Background: an optimization exercise with open tools, aiming at small area. Do not read the settings as production practice. The RTL was checked by simulation tests, not by an equivalence proof against the original design.

==> inputs of amber <==
==> flow/design.v (excerpt) <==
module butterfly(clk, rst, mode, a, b, w, c, d);
  input clk;
  input rst;
  input [1:0] mode;
  input [31:0] a, b, w;
  output reg [31:0] c, d;
  ...
export LEC_CHECK = 0
export CAP_MARGIN = 20
export CORE_MARGIN = 2
export CORE_UTILIZATION = 45
export SLEW_MARGIN = 20
export SYNTH_HIERARCHICAL = 1
create_clock -name core_clock -period 10.0 [get_ports {clk}]
standard.sh (not shown) runs the stock make flow with config.mk's settings and CLKGATE_MAP_FILE= SYNTH_SCRIPT=/design/flow/synth_recipe.tcl, a recipe that flattens the netlist after the stock synthesis.
==> flow/flow/run.sh <==
#!/bin/bash
# Own flow: the standard layout (standard.sh), with smaller port buffers and a
# lighter clock tree (no dummy loads). standard.sh's output goes to flow_standard.log in
# this folder; ORFS's per-step logs stay under orfs/logs.
set -euo pipefail
export BUFFER_PORTS_ARGS="-buffer_cell sky130_fd_sc_hd__buf_1"
export CTS_ARGS="-sink_clustering_enable -repair_clock_nets -dont_use_dummy_load -buf_list {sky130_fd_sc_hd__clkbuf_8}"
bash standard.sh > flow_standard.log 2>&1
==> inputs of raven, as changes to amber <==
--- a/flow/flow/run.sh
+++ b/flow/flow/run.sh
@@ -6,3 +6,3 @@
 export BUFFER_PORTS_ARGS="-buffer_cell sky130_fd_sc_hd__buf_1"
-export CTS_ARGS="-sink_clustering_enable -repair_clock_nets -dont_use_dummy_load -buf_list {sky130_fd_sc_hd__clkbuf_8}"
+export CTS_ARGS="-sink_clustering_enable -repair_clock_nets -dont_use_dummy_load -buf_list {sky130_fd_sc_hd__clkbuf_4 sky130_fd_sc_hd__clkbuf_8 sky130_fd_sc_hd__clkbuf_16}"
 bash standard.sh > flow_standard.log 2>&1
==> flow_metrics.py <==
metrics = {
    "cells_and_area": {
        "clk_share": 0.02329,
        "stdcell_count": 5371,
    },
    "clocking": {
        "h-tree-depth": 3,
    },
    "global_routing": {
        "grtUsageMet2": 0.4295,
        "grt_pass1_vias": 32440,
    },
    "timing": {
        "layout_setup_ws_ns": 1.904,
        "worst_pin_slew_ns": 1.193,
        "fin_hold_ws_ns": 0.2655,
    },
    "worst_setup_path": {
        "cp_data_required_time_ns": 10.58,
        "cp.arrival_ns": 8.68,
    },
    "routing": {
        "wirelength_mm": 133.8,
        "drt_iter0_drc": 2993,
    },
    "status": {
        "status": "finished clean",
    },
}
# the run above: amber

==> flow_metrics.py <==
metrics = {
    "clocking": {
        "h-tree-depth": 2,
    },
    "status": {
        "status": "finished clean",
    },
    "global_routing": {
        "grt_pass1_vias": 32260,
        "grtUsageMet2": 0.4308,
    },
    "worst_setup_path": {
        "cp.arrival_ns": 8.67,
    },
    "timing": {
        "fin_hold_ws_ns": 0.2959,
        "layout_setup_ws_ns": 1.824,
    },
    "routing": {
        "drt_iter0_drc": 2895,
    },
    "cells_and_area": {
        "clk_share": 0.02739,
        "stdcell_count": 5341,
    },
}
# the run above: raven


==> v6: inputs <==
Another version of the RTL of butterfly (not shown whole).
clock: 10.0 ns
lec_check: 0
cap_margin: 20
core_margin: 2
core_utilization: 52
slew_margin: 20
synth_hierarchical: 1
==> flow/flow/run.sh <==
#!/bin/bash
# Own flow: the standard layout (standard.sh), with smaller port buffers and a
# lighter clock tree (no dummy loads). standard.sh's output goes to flow_standard.log in
# this folder; ORFS's per-step logs stay under orfs/logs.
set -euo pipefail
export BUFFER_PORTS_ARGS="-buffer_cell sky130_fd_sc_hd__buf_1"
export CTS_ARGS="-sink_clustering_enable -repair_clock_nets -dont_use_dummy_load -buf_list {sky130_fd_sc_hd__clkbuf_8} -sink_clustering_size 16 -sink_clustering_max_diameter 80"
bash standard.sh > flow_standard.log 2>&1
==> v1 (differences from v6) <==
--- a/flow/config.mk
+++ b/flow/config.mk
@@ -7,6 +7,6 @@
 export LEC_CHECK = 0
 export CAP_MARGIN = 20
 export CORE_MARGIN = 2
-export CORE_UTILIZATION = 52
+export CORE_UTILIZATION = 58
 export SLEW_MARGIN = 20
 export SYNTH_HIERARCHICAL = 1
==> impl_metrics.env <==
export IMPL_outcome="finished clean"
export IMPL_start_util_pct=52.3
export IMPL_wl_met3_um=10500
export IMPL_regToRegSetupSlack_ps=1680
export IMPL_min_period_ps=8320
export IMPL_hold_ws_ps=323
export IMPL_hpwl_um=94300
export IMPL_fin_nets=4859
export IMPL_clkbuf_count=38
export IMPL_layout_worst_path_cycle_share_pct=83.2
export IMPL_cp_max_fo=5
Source of the figures above: v6

==> impl_metrics.env <==
export IMPL_start_util_pct=58.7
export IMPL_outcome="finished clean"
export IMPL_regToRegSetupSlack_ps=820
export IMPL_min_period_ps=9180
export IMPL_clkbuf_count=41
export IMPL_cp_max_fo=22
export IMPL_hold_ws_ps=272
export IMPL_hpwl_um=101000
export IMPL_wl_met3_um=13400
Source of the figures above: v1


==> inputs of build 86 <==
Starting RTL as in the previous note.
clock: 10.0 ns
lec_check: 0
cap_margin: 20
core_margin: 2
core_utilization: 45
slew_margin: 20
synth_hierarchical: 1
==> flow/flow/run.sh <==
#!/bin/bash
# Own flow: the standard layout (standard.sh), with smaller port buffers and a
# lighter clock tree (no dummy loads). standard.sh's output goes to flow_standard.log in
# this folder; ORFS's per-step logs stay under orfs/logs.
set -euo pipefail
export BUFFER_PORTS_ARGS="-buffer_cell sky130_fd_sc_hd__buf_1"
export CTS_ARGS="-sink_clustering_enable -repair_clock_nets -dont_use_dummy_load -buf_list {sky130_fd_sc_hd__clkbuf_8} -sink_clustering_size 20 -sink_clustering_max_diameter 100"
bash standard.sh > flow_standard.log 2>&1
==> inputs of build 29, as changes to build 86 <==
==> flow/flow/run.sh (replaced) <==
#!/bin/bash
# Own flow: the standard layout (standard.sh), with smaller port buffers and a
# lighter clock tree (no dummy loads). standard.sh's output goes to flow_standard.log in
# this folder; ORFS's per-step logs stay under orfs/logs.
set -euo pipefail
export BUFFER_PORTS_ARGS="-buffer_cell sky130_fd_sc_hd__buf_1"
export CTS_ARGS="-sink_clustering_enable -repair_clock_nets -dont_use_dummy_load -buf_list {sky130_fd_sc_hd__clkbuf_8} -sink_clustering_size 16 -sink_clustering_max_diameter 80"
bash standard.sh > flow_standard.log 2>&1
--- a/flow/config.mk
+++ b/flow/config.mk
@@ -7,6 +7,6 @@
 export LEC_CHECK = 0
 export CAP_MARGIN = 20
 export CORE_MARGIN = 2
-export CORE_UTILIZATION = 45
+export CORE_UTILIZATION = 64
 export SLEW_MARGIN = 20
 export SYNTH_HIERARCHICAL = 1
==> inputs of trial 87, as changes to build 86 <==
==> flow/flow/run.sh (replaced) <==
#!/bin/bash
# Own flow: the standard layout (standard.sh), with smaller port buffers and a
# lighter clock tree (no dummy loads). standard.sh's output goes to flow_standard.log in
# this folder; ORFS's per-step logs stay under orfs/logs.
set -euo pipefail
export BUFFER_PORTS_ARGS="-buffer_cell sky130_fd_sc_hd__buf_1"
export CTS_ARGS="-sink_clustering_enable -repair_clock_nets -dont_use_dummy_load -buf_list {sky130_fd_sc_hd__clkbuf_8} -sink_clustering_size 16 -sink_clustering_max_diameter 80"
bash standard.sh > flow_standard.log 2>&1
==> qor summary <==
item                                                                      trial 87        build 86        build 29
Status                                                              finished clean  finished clean  finished clean
Met3 wire length                                                          10870 um        11150 um        14360 um
Number of optimization iterations in the first detailed-route pass               7               6               7
GR Layer Usage met2                                                         0.4170          0.4184          0.6183
Via count                                                                   29.81k          29.93k          31.25k
Area of the multi-input gates                                           30330 um^2      30330 um^2      30350 um^2
Largest net degree at the start of global routing                               97              97              96
Setup slack after layout                                                  1.412 ns        1.406 ns        1.273 ns
Met1 WL                                                                   53610 um        53380 um        48210 um
Final routed wirelength across all metal layers                          125800 um       125600 um       130200 um
Layout cells sized above 1                                                 0.06234         0.06068         0.05575
Slowest cell delay on critical path                                        0.79 ns         0.80 ns         0.88 ns
Synth-to-Final Area Change                                                  5.987%          5.753%          4.303%
Number of tap instances                                                       1176            1176             846

-- static timing again, ports no longer ideal --
Ports are ideal in the flow. The routed layouts listed here were re-timed in OpenROAD.
Step 1 (the two cells are an assumption about what drives the block):
set clk [get_ports {clk}]
set_driving_cell -lib_cell sky130_fd_sc_hd__clkbuf_16 $clk
set_driving_cell -lib_cell sky130_fd_sc_hd__buf_2 [delete_from_list [all_inputs] $clk]
Step 2 moves the port delays by t, midway between the first and last clock arrival at a register: inputs arrive t later, outputs are due t later. That takes back most of the time a late clock gives input paths.
Slacks: ideal / step 1 / step 2; pairs: ideal / step 1.
run | t (ns) | setup slack, ns | hold slack, ns | latest minus earliest clock arrival (ns)
amber | 0.754 | 1.904 / 1.904 / 1.904 | 0.266 / 0.266 / 0.266 | 0.081 / 0.081
raven | 0.677 | 1.824 / 1.824 / 1.824 | 0.296 / 0.296 / 0.296 | 0.042 / 0.042
v6 | 0.669 | 1.678 / 1.678 / 1.678 | 0.323 / 0.323 / 0.323 | 0.068 / 0.068
v1 | 0.691 | 0.821 / 0.821 / 0.821 | 0.272 / 0.272 / 0.272 | 0.089 / 0.089
build 86 | 0.716 | 1.406 / 1.406 / 1.406 | 0.293 / 0.293 / 0.293 | 0.103 / 0.102
build 29 | 0.688 | 1.273 / 1.273 / 1.273 | 0.247 / 0.247 / 0.247 | 0.095 / 0.094
trial 87 | 0.721 | 1.412 / 1.412 / 1.412 | 0.295 / 0.295 / 0.295 | 0.079 / 0.080
After both steps every run listed still meets setup and hold.
